From an optimization exercise on the open Yosys and OpenROAD flow, aimed at small area and a short achievable clock period; shortcuts taken in it are not production practice.
The RTL was checked by simulation tests, not by an equivalence proof against the original design.
No activity file was given, so power comes from the tool's default toggle rates.

[flow/design.v]
module PipelineMips(clk, reset, imem_addr, imem_data, dmem_we, dmem_re, dmem_addr, dmem_wdata, dmem_rdata);
  input clk, reset;
  output wire [31:0] imem_addr;
  input [31:0] imem_data;
  output wire dmem_we, dmem_re;
  output wire [31:0] dmem_addr, dmem_wdata;
  input [31:0] dmem_rdata;
  integer i;
  reg [31:2] pc;                             
  reg [31:2] if_pc4;                         
  reg [31:0] if_inst;
  reg        if_z;                           
  reg [31:0] if_g1, if_g2;                   
  reg        ex_regdst;                      
  reg        ex_sub, ex_r_and, ex_r_or, ex_r_sum, ex_r_slt;  
  reg        ex_mr, ex_mw, ex_rw;
  reg [31:0] ex_a, ex_b;                     
  reg [15:0] ex_imm;
  reg [4:0]  ex_rt;
  reg        as_mem, as_wb, as_reg;          
  reg        bsp_imm, bsn_imm, bsp_mem, bsn_mem, bsp_wb, bsn_wb, bs_reg;
  reg        fb_mem, fb_wb;                  
  reg        id_sel1, id_sel2, id_byp1, id_byp2;  
  reg        id_byp0;                        
  reg        mem_mr, mem_mw, mem_rw;         
  reg        mem_mr2;
  reg [31:0] mem_res, mem_wd;                
  reg [4:0]  mem_rd;
  reg        wb_rw;                          
  reg [31:0] wb_wd;
  reg [4:0]  wb_rd;
  reg [31:0] rf [0:31];
  reg [31:0] rf_v;
  wire [31:0] inst  = if_inst & {32{~if_z}};
  wire [5:0] opcode = inst[31:26];
  wire [5:0] func   = inst[5:0];
  wire [4:0] rs     = inst[25:21];
  wire [4:0] rt     = inst[20:16];
  wire [15:0] imm   = inst[15:0];
  wire op_r    = (opcode == 6'b000000);
  wire op_addi = (opcode == 6'b001000);
  wire op_andi = (opcode == 6'b001100);
  wire op_lw   = (opcode == 6'b100011);
  wire op_sw   = (opcode == 6'b101011);
  wire op_beq  = (opcode == 6'b000100);
  wire op_bne  = (opcode == 6'b000101);
  wire op_j    = (opcode == 6'b000010);
  wire c_alusrc = op_addi | op_andi | op_lw | op_sw;
  wire c_aluop1 = op_r | op_andi;
  wire c_aluop0 = op_andi | op_beq | op_bne;
  wire c_regdst = op_r;
  wire c_mr     = op_lw;
  wire c_mw     = op_sw;
  wire c_rw     = op_r | op_addi | op_andi | op_lw;
  wire br       = op_beq | op_bne;
  wire [4:0] rs_r = if_inst[25:21];
  wire [4:0] rt_r = if_inst[20:16];
  wire br_r = (if_inst[31:27] == 5'b00010);    
  wire [4:0] ex_rdf = ex_imm[15:11];         
  wire hz1 = ex_mr & ((ex_rt == rs_r) | (ex_rt == rt_r)) & (ex_rt != 5'd0);
  wire hz2 = mem_mr & br_r & ((mem_rd == rs_r) | (mem_rd == rt_r)) & (mem_rd != 5'd0);
  wire hz3 = ex_rw & br_r & ((ex_rdf == rs_r) | (ex_rdf == rt_r)) & (ex_rdf != 5'd0);
  wire stall = ~if_z & (hz1 | hz2 | hz3);
  reg [31:0] rd1, rd2;
  always @* begin
    rd1 = 32'd0;
    rd2 = 32'd0;
    for (i = 0; i < 32; i = i + 1) begin
      rd1 = rd1 | ({32{if_g1[i]}} & rf[i]);
      rd2 = rd2 | ({32{if_g2[i]}} & rf[i]);
    end
  end
  wire byp0  = id_byp0;
  wire [31:0] rf0 = {32{rf_v[0]}} & rf[0];
  wire s1_mem = ~if_z & id_sel1;
  wire s1_wb  = if_z ? byp0 : (~id_sel1 & id_byp1);
  wire s1_r0  = if_z & ~byp0;
  wire s1_rf  = ~if_z & ~id_sel1 & ~id_byp1;
  wire s2_mem = ~if_z & id_sel2;
  wire s2_wb  = if_z ? byp0 : (~id_sel2 & id_byp2);
  wire s2_rf  = ~if_z & ~id_sel2 & ~id_byp2;
  wire [31:0] op1 = ({32{s1_mem}} & mem_res) | ({32{s1_wb}} & wb_wd) | ({32{s1_r0}} & rf0) | ({32{s1_rf}} & rd1);
  wire [31:0] op2 = ({32{s2_mem}} & mem_res) | ({32{s2_wb}} & wb_wd) | ({32{s1_r0}} & rf0) | ({32{s2_rf}} & rd2);
  wire equal = (op1 == op2);
  wire csel_eq = ~stall & ~op_beq;
  wire csel_ne = ~stall & ~op_bne;
  wire [31:0] rf_w = {31'd0, wb_rw} << wb_rd;
  wire [31:0] rf_vn = rf_v | rf_w;
  wire [4:0] h_rs = stall ? rs_r : imem_data[25:21];
  wire [4:0] h_rt = stall ? rt_r : imem_data[20:16];
  wire [31:0] g1_next = (32'd1 << h_rs) & rf_vn;
  wire [31:0] g2_next = (32'd1 << h_rt) & rf_vn;
  wire [31:2] jt   = {if_pc4[31:28], inst[25:0]};
  wire [31:2] bt   = if_pc4 + {{14{imm[15]}}, imm};
  wire [31:2] pc_nt = op_j ? jt : if_pc4;
  wire [31:2] pc_eq = op_beq ? bt : pc_nt;
  wire [31:2] pc_ne = op_bne ? bt : pc_nt;
  wire [31:2] pc_next = equal ? pc_eq : pc_ne;
  wire z_next = equal ? op_beq : op_bne;     
  wire [4:0] n_exmem_rd = ex_regdst ? ex_rdf : ex_rt;
  wire c1 = ~if_z & ex_rw & (n_exmem_rd != 5'd0) & (n_exmem_rd == rs_r);
  wire c2 = ~if_z & ex_rw & (n_exmem_rd != 5'd0) & (n_exmem_rd == rt_r);
  wire c3 = ~if_z & mem_rw & (mem_rd != 5'd0) & (mem_rd == rs_r);
  wire c4 = ~if_z & mem_rw & (mem_rd != 5'd0) & (mem_rd == rt_r);
  wire n_fa_mem = c1;
  wire n_fb_mem = ~c1 & c2;
  wire n_fa_wb  = ~c1 & ~c2 & c3;
  wire n_fb_wb  = ~c1 & ~c2 & ~c3 & c4;
  wire [5:0] n_func = imem_data[5:0];
  reg [2:0] n_ctl;
  always @* begin
    case ({c_aluop1, c_aluop0})
      2'b00: n_ctl = 3'b010;
      2'b01: n_ctl = 3'b011;
      2'b11: n_ctl = 3'b000;
      default: case (n_func)
        6'b100101: n_ctl = 3'b001;
        6'b100000: n_ctl = 3'b010;
        6'b100010: n_ctl = 3'b011;
        6'b101010: n_ctl = 3'b111;
        default:   n_ctl = 3'b000;
      endcase
    endcase
  end
  wire n_sub = n_ctl[1] & n_ctl[0];          
  wire [4:0] f_rs = imem_data[25:21];
  wire [4:0] f_rt = imem_data[20:16];
  wire [4:0] rdf  = inst[15:11];
  wire n_fany  = c1 | c2 | c3 | c4;
  wire nmem_ok = ex_rw & (n_exmem_rd != 5'd0) & ~n_fany;
  wire tempB_n = c_rw & ((rdf == f_rs) | (rdf == f_rt)) & (rdf != 5'd0);
  wire sel1_n = nmem_ok & ~tempB_n & (n_exmem_rd == f_rs);
  wire sel2_n = nmem_ok & ~tempB_n & (n_exmem_rd == f_rt) & ~(n_exmem_rd == f_rs);
  wire byp1_n = mem_rw & (mem_rd == f_rs);
  wire byp2_n = mem_rw & (mem_rd == f_rt);
  wire sel1_s = nmem_ok & (n_exmem_rd == rs_r);
  wire sel2_s = nmem_ok & (n_exmem_rd == rt_r) & ~(n_exmem_rd == rs_r);
  wire byp1_s = mem_rw & (mem_rd == rs_r);
  wire byp2_s = mem_rw & (mem_rd == rt_r);
  wire sel1_ns = stall ? sel1_s : sel1_n;
  wire sel2_ns = stall ? sel2_s : sel2_n;
  wire byp1_ns = stall ? byp1_s : byp1_n;
  wire byp2_ns = stall ? byp2_s : byp2_n;
  wire [31:0] ext = {{16{ex_imm[15]}}, ex_imm};
  wire [31:0] alu_a = ({32{as_mem}} & mem_res) | ({32{as_wb}} & wb_wd) | ({32{as_reg}} & ex_a);
  wire [31:0] bx = ({32{bsp_imm}} & ext) | ({32{bsn_imm}} & ~ext) |
                   ({32{bsp_mem}} & mem_res) | ({32{bsn_mem}} & ~mem_res) |
                   ({32{bsp_wb}} & wb_wd) | ({32{bsn_wb}} & ~wb_wd) | ({32{bs_reg}} & ex_b);
  wire [31:0] fwd_b = fb_mem ? mem_res : (fb_wb ? wb_wd : (ex_b ^ {32{ex_sub}}));
  wire [33:0] sum = {1'b0, alu_a, 1'b1} + {1'b0, bx, ex_sub};
  wire ltu = ~sum[33];
  wire [31:0] alu_res = ({32{ex_r_and}} & (alu_a & bx)) | ({32{ex_r_or}} & (alu_a | bx)) |
                        ({32{ex_r_sum}} & sum[32:1]) | {31'd0, ex_r_slt & ltu};
  assign imem_addr  = {pc, 2'b00};
  assign dmem_we    = mem_mw;
  assign dmem_re    = mem_mr;              
  assign dmem_addr  = mem_res;
  assign dmem_wdata = mem_wd;
  always @(posedge clk or posedge reset) begin
    if (reset) begin
      pc <= 30'd0;
      if_pc4 <= 30'd0;
      mem_mr2 <= 1'b0;
      if_z <= 1'b1;
      id_byp0 <= 1'b0;
      ex_mr <= 1'b0; ex_mw <= 1'b0; ex_rw <= 1'b0;
      mem_mr <= 1'b0; mem_mw <= 1'b0; mem_rw <= 1'b0;
      wb_rw <= 1'b0;
      rf_v <= 32'd0;
    end else begin
      pc <= pc_next;
      if (~stall) if_pc4 <= pc + 30'd1;
      mem_mr2 <= ex_mr;
      if_z <= z_next;
      id_byp0 <= mem_rw & (mem_rd == 5'd0);
      ex_mr <= equal ? (csel_eq & c_mr) : (csel_ne & c_mr);
      ex_mw <= equal ? (csel_eq & c_mw) : (csel_ne & c_mw);
      ex_rw <= equal ? (csel_eq & c_rw) : (csel_ne & c_rw);
      mem_mr <= ex_mr; mem_mw <= ex_mw; mem_rw <= ex_rw;
      wb_rw <= mem_rw;
      rf_v <= rf_vn;
    end
  end
  always @(posedge clk) begin
    if (~stall) if_inst <= imem_data;
    if_g1 <= g1_next;
    if_g2 <= g2_next;
    id_sel1 <= sel1_ns;
    id_sel2 <= sel2_ns;
    id_byp1 <= byp1_ns;
    id_byp2 <= byp2_ns;
    ex_regdst <= equal ? (csel_eq & c_regdst) : (csel_ne & c_regdst);
    ex_a <= op1;
    ex_b <= op2 ^ {32{n_sub}};
    ex_imm <= imm;
    ex_rt <= rt;
    as_mem <= n_fa_mem;
    as_wb  <= n_fa_wb;
    as_reg <= ~(n_fa_mem | n_fa_wb);
    bsp_imm <= c_alusrc & ~n_sub;
    bsn_imm <= c_alusrc & n_sub;
    bsp_mem <= ~c_alusrc & n_fb_mem & ~n_sub;
    bsn_mem <= ~c_alusrc & n_fb_mem & n_sub;
    bsp_wb  <= ~c_alusrc & n_fb_wb & ~n_sub;
    bsn_wb  <= ~c_alusrc & n_fb_wb & n_sub;
    bs_reg <= ~c_alusrc & ~(n_fb_mem | n_fb_wb);
    ex_sub   <= n_sub;
    ex_r_and <= (n_ctl == 3'b000);
    ex_r_or  <= (n_ctl == 3'b001);
    ex_r_sum <= (n_ctl[2:1] == 2'b01);
    ex_r_slt <= n_ctl[2];
    fb_mem <= n_fb_mem;
    fb_wb  <= n_fb_wb;
    mem_res <= alu_res;
    mem_wd <= fwd_b;
    mem_rd <= n_exmem_rd;
    wb_wd <= mem_mr2 ? dmem_rdata : mem_res;
    wb_rd <= mem_rd;
    for (i = 0; i < 32; i = i + 1)
      if (rf_w[i]) rf[i] <= wb_wd;
  end
endmodule
[flow/flow/run.sh]
#!/bin/bash
# Layout flow: the standard ORFS flow (standard.sh) with
#  - plain buf_2 port buffers instead of delay buffers;
#  - a clock tree of clkbuf_16 with larger clusters and no dummy loads.
# The make output goes to flow.log here; ORFS writes each step's log under orfs/logs.
set -euo pipefail
export SETUP_SLACK_MARGIN=8
export TNS_END_PERCENT=10
export BUFFER_PORTS_ARGS="-buffer_cell sky130_fd_sc_hd__buf_2"
export CTS_ARGS="-sink_clustering_enable -repair_clock_nets -dont_use_dummy_load -buf_list sky130_fd_sc_hd__clkbuf_16 -sink_clustering_size 25 -sink_clustering_max_diameter 70"
bash standard.sh > flow.log 2>&1
[flow/standard.sh]
#!/bin/bash
# synth_recipe.tcl (not shown) runs the flow's synth.tcl, then flattens the netlist and writes it again
# the make line also repeats each setting of config.mk as NAME=value (left out here)
make -C /OpenROAD-flow-scripts/flow DESIGN_CONFIG=/design/flow/config.mk WORK_HOME=/design/flow/orfs CLKGATE_MAP_FILE= SYNTH_SCRIPT=/design/flow/synth_recipe.tcl "${@:-finish}"
[flow/config.mk]
export PLATFORM = sky130hd
export DESIGN_NAME = PipelineMips
export DESIGN_NICKNAME = PipelineMips
export VERILOG_FILES = /design/flow/design.v
export SDC_FILE = /design/flow/constraint.sdc
export NUM_CORES = 4
export LEC_CHECK = 0
export CAP_MARGIN = 30
export CORE_MARGIN = 2
export CORE_UTILIZATION = 55
export SLEW_MARGIN = 30
[flow/constraint.sdc]
create_clock -name core_clock -period 12.0 [get_ports {clk}]
set_input_delay 2.4000 -clock core_clock [delete_from_list [all_inputs] [get_ports {clk}]]
set_output_delay 2.4000 -clock core_clock [all_outputs]
set_load 0.01 [all_outputs]
==> results.txt <==
power by group through the flow:
stage,combinational (mW),sequential [mW],clock [mW]
after CTS,1.65,6.08,2.91
after floorplan,0.790,6.21,0
final,1.78,6.10,2.94
after detailed placement,1.50,6.19,0
after global routing,1.89,6.12,3.08
after global placement,1.49,6.19,0
what timing repair did:
action                     4_1_cts  5_1_grt
gates resized for setup        402      113
pin swaps                       84       60
setup buffers                   96       34
cloned                          21        6
setup endpoints to repair       70      129
per-layer routing:
metal	track usage	vias to the layer above	wire, um
met1	0.6417	26020	99340
met5	0.01348	-	313
met4	0.3408	22	30520
met3	0.2509	1891	58010
li1	-	20050	-
met2	0.6835	6342	118800
final timing paths:
kind | startpoint | end | slack (ns) | depth (start not counted)
worst max-delay path | if_g1[26]$_DFF_P_ | pc[20]$_DFF_PP0_ | 7.56 | 18
worst max register to register | if_g1[26]$_DFF_P_ | pc[20]$_DFF_PP0_ | 7.56 | 18
max in group asynchronous | reset | mem_mr2$_DFF_PP0_ | 8.71 | 4
worst min register to register | ex_mw$_DFF_PP0_ | mem_mw$_DFF_PP0_ | 0.36 | 0
min in group asynchronous | reset | if_pc4[31]$_DFFE_PP0N_ | 1.86 | 3
worst min-delay path | ex_mw$_DFF_PP0_ | mem_mw$_DFF_PP0_ | 0.36 | 0
final cells by class:
type | count | area [sq um]
inverter | 144 | 574.3
antenna | 14 | 35.03
fill | 8621 | 41420
multi-input combinational | 2957 | 22710
sequential | 1434 | 39990
clock buffer | 90 | 2252
timing repair buffer | 507 | 5006
tap | 1512 | 1892
synthesized netlist by cell type, drive strengths merged (36+ instances only):
cell	instances	area, sq um
nand3	65	325.3
dfrtp	100	2502
nor3	135	675.7
clkbuf	196	735.7
a21oi	93	484.2
ha	94	1176
o21ai	172	860.8
a22oi	677	5082
edfxtp	1056	31710
xor2	106	928.4
a221oi	205	1802
xnor2	137	1200
nand2b	36	225.2
nor2b	61	381.6
nand2	197	739.5
a22o	177	1550
a222oi	98	980.9
buf	140	704.4
nor2	137	516.8
nand4	238	1489
inv	144	540.5
mux2i	62	620.6
dfxtp	277	5545
cell families after synthesis:
group,Yosys count,share of synthesized area
flip-flops,1434,0.6321
AO/OA/AOI/OAI,1564,0.1891
other,1,0.00005958
buffers and inverters,480,0.03147
XOR/XNOR,243,0.03381
multiplexers,93,0.01541
adder cells (fa/ha/maj),96,0.01932
AND/OR/NAND/NOR,958,0.07870
worst max-delay path: cells and delay by family, from the launching register on:
| family | cells | cell delay, ns |
|---|---|---|
| DFF | 1 | 0.32 |
| AOI/OAI and AO/OA | 6 | 1.24 |
| and+or+nand+nor | 6 | 1.26 |
| xor gates and xnor gates | 1 | 0.45 |
| buffers and inverters | 5 | 1.00 |
==> qor.csv <==
metric,value,unit
power share of the sequential group,0.564,
pre-CTS WS,6.550,ns
pwr/cell area,149.4,nW/um^2
die width,342.3,um
Switch Pwr,3.053,mW
final setup fails,0,
Final Hold Viols,0,
die height,342.3,um
Static Leakage,25.24,nW
Port Buffers,161,
critical path class,register to register,
Slew HR,0.2311,
FMAX,225.5,MHz
synthesized area per cell,12.93,sq um
Layout Cells excl Fill,6658,
Tot Pwr,10.82,mW
Synth Warn #,2,
Synth Cell Area,62940,sq um
CTS root buffer,clkbuf_16,
crit start category,register,
DRC viols,0,
min Tclk post-route,4.435,ns
clock latency (worst-skew pair),0.72,ns
async set or reset register ratio after synthesis,0.07043,
worst path cell trace,"buf_4, buf_8, a22o_1, a221oi_1, nand4_1, nor3_1, o21ai_1, xor2_1, o21ai_0, nor2_1, and4_4, nand2_4, a21oi_4, buf_12, clkinv_16, buf_4, nor3_1, o21bai_1",
TritonRoute pass-1 iters,22,
clk_skew,0.07413,ns
CTS H-tree lvls,3,
"EDFF count, synth",1056,
MaxCap Viol Count,0,
Cell Rows,124,
Top reg by flops,rf,
"most common cell after layout, fill and taps aside",edfxtp_1,
Netlist cell types,73,
CTS tree,done,
Area Growth Syn to Fin,15.12,%
fin area,72460,sq um
status,no timing/DRC/antenna violations,
Logic pwr share,0.165,
Post-Syn Instances,4869,
Num CTS Buffers,90,
die area,117200,sq um
Clk pwr share,0.272,
routability congestion estimate from global placement,1.023,
First DRT Iteration DRCs,14320,
"commonest cells after routing, fill and taps aside","edfxtp_1 (1056), a22oi_1 (675), nand4_1 (238), buf_4 (207), dfxtp_1 (194)",
vias in the first global route,49640,
post-route setup TNS,0,ns
Worst-path clk slew,0.09,ns
Worst Tran Pin Value,1.153,ns
Synth Register Bits,1434,
largest net degree at the start of global routing,65,
post-DR wirelength/cell,46.10,um
Slew Limit Fails,0,
Worst Path Arrival,5.04,ns
fin crit share,0.3696,
initial antenna violation count,20,
max incr delay on CP,0.45,ns
post-route setup slack,7.565,ns
internal power,7.769,mW
core footprint,113900,sq um
"Slowest-stage cell, CP",xor2_1,
post-layout util,0.6363,
sw frac,0.2821,
Setup crit end kind,register,
DRT Wirelength,307000,um
Worst Path Required,12.61,ns
"Seq/Total Area, Yosys",0.6321,
DRT antenna net count,0,
first-pass GRT wire length,406600,um
Fin Hold WS,0.3558,ns
Placed Area,66010,sq um
DR vias/cell,8.159,
Post-Place Cells,6395,
GRT Resource Usage Total,0.5086,
Hold Crit Class,register to register,
Peak VDD IR,158.7,uV
Starting Density,0.5527,
ys flop type,edfxtp_1,
Bufs on Longest Clock Path,3,
RSZ-0062 raised after global routing,true,
max reg flops,1024,
dpl hpwl,167400,um
total gr overflow,0,
CTS Sinks,1434,
share of layout cells above drive strength 1,0.1830,
routed vias,54330,
"Net count, final",5296,
IO Pins,164,
critical-path maximum fanout,19,
hold_buf cts,0,

static timing again, ports no longer ideal:
In the flow no input, the clock included, has a driving cell. The finished layout below was timed again as built, in two steps.
Step 1: set_driving_cell puts a clkbuf_16 on clk and a buf_2 on each other input, an assumption about the parent block.
Step 2 moves the port delays by t, midway between the first and last clock arrival at a register: inputs arrive t later, outputs are due t later. That takes back most of the time a late clock gives input paths.
a / b / c = ideal ports / drivers / drivers and shift; a / b = the first two.
shift t [ns]: 0.779
slack for setup (ns): 7.565 / 7.565 / 7.144
worst register clock-pin slew, ns: 0.10 / 0.10
After both steps setup and hold are still met in this run. For this run, drivers alone change the setup slack by 0.000 ns; drivers and shift together by -0.421 ns.
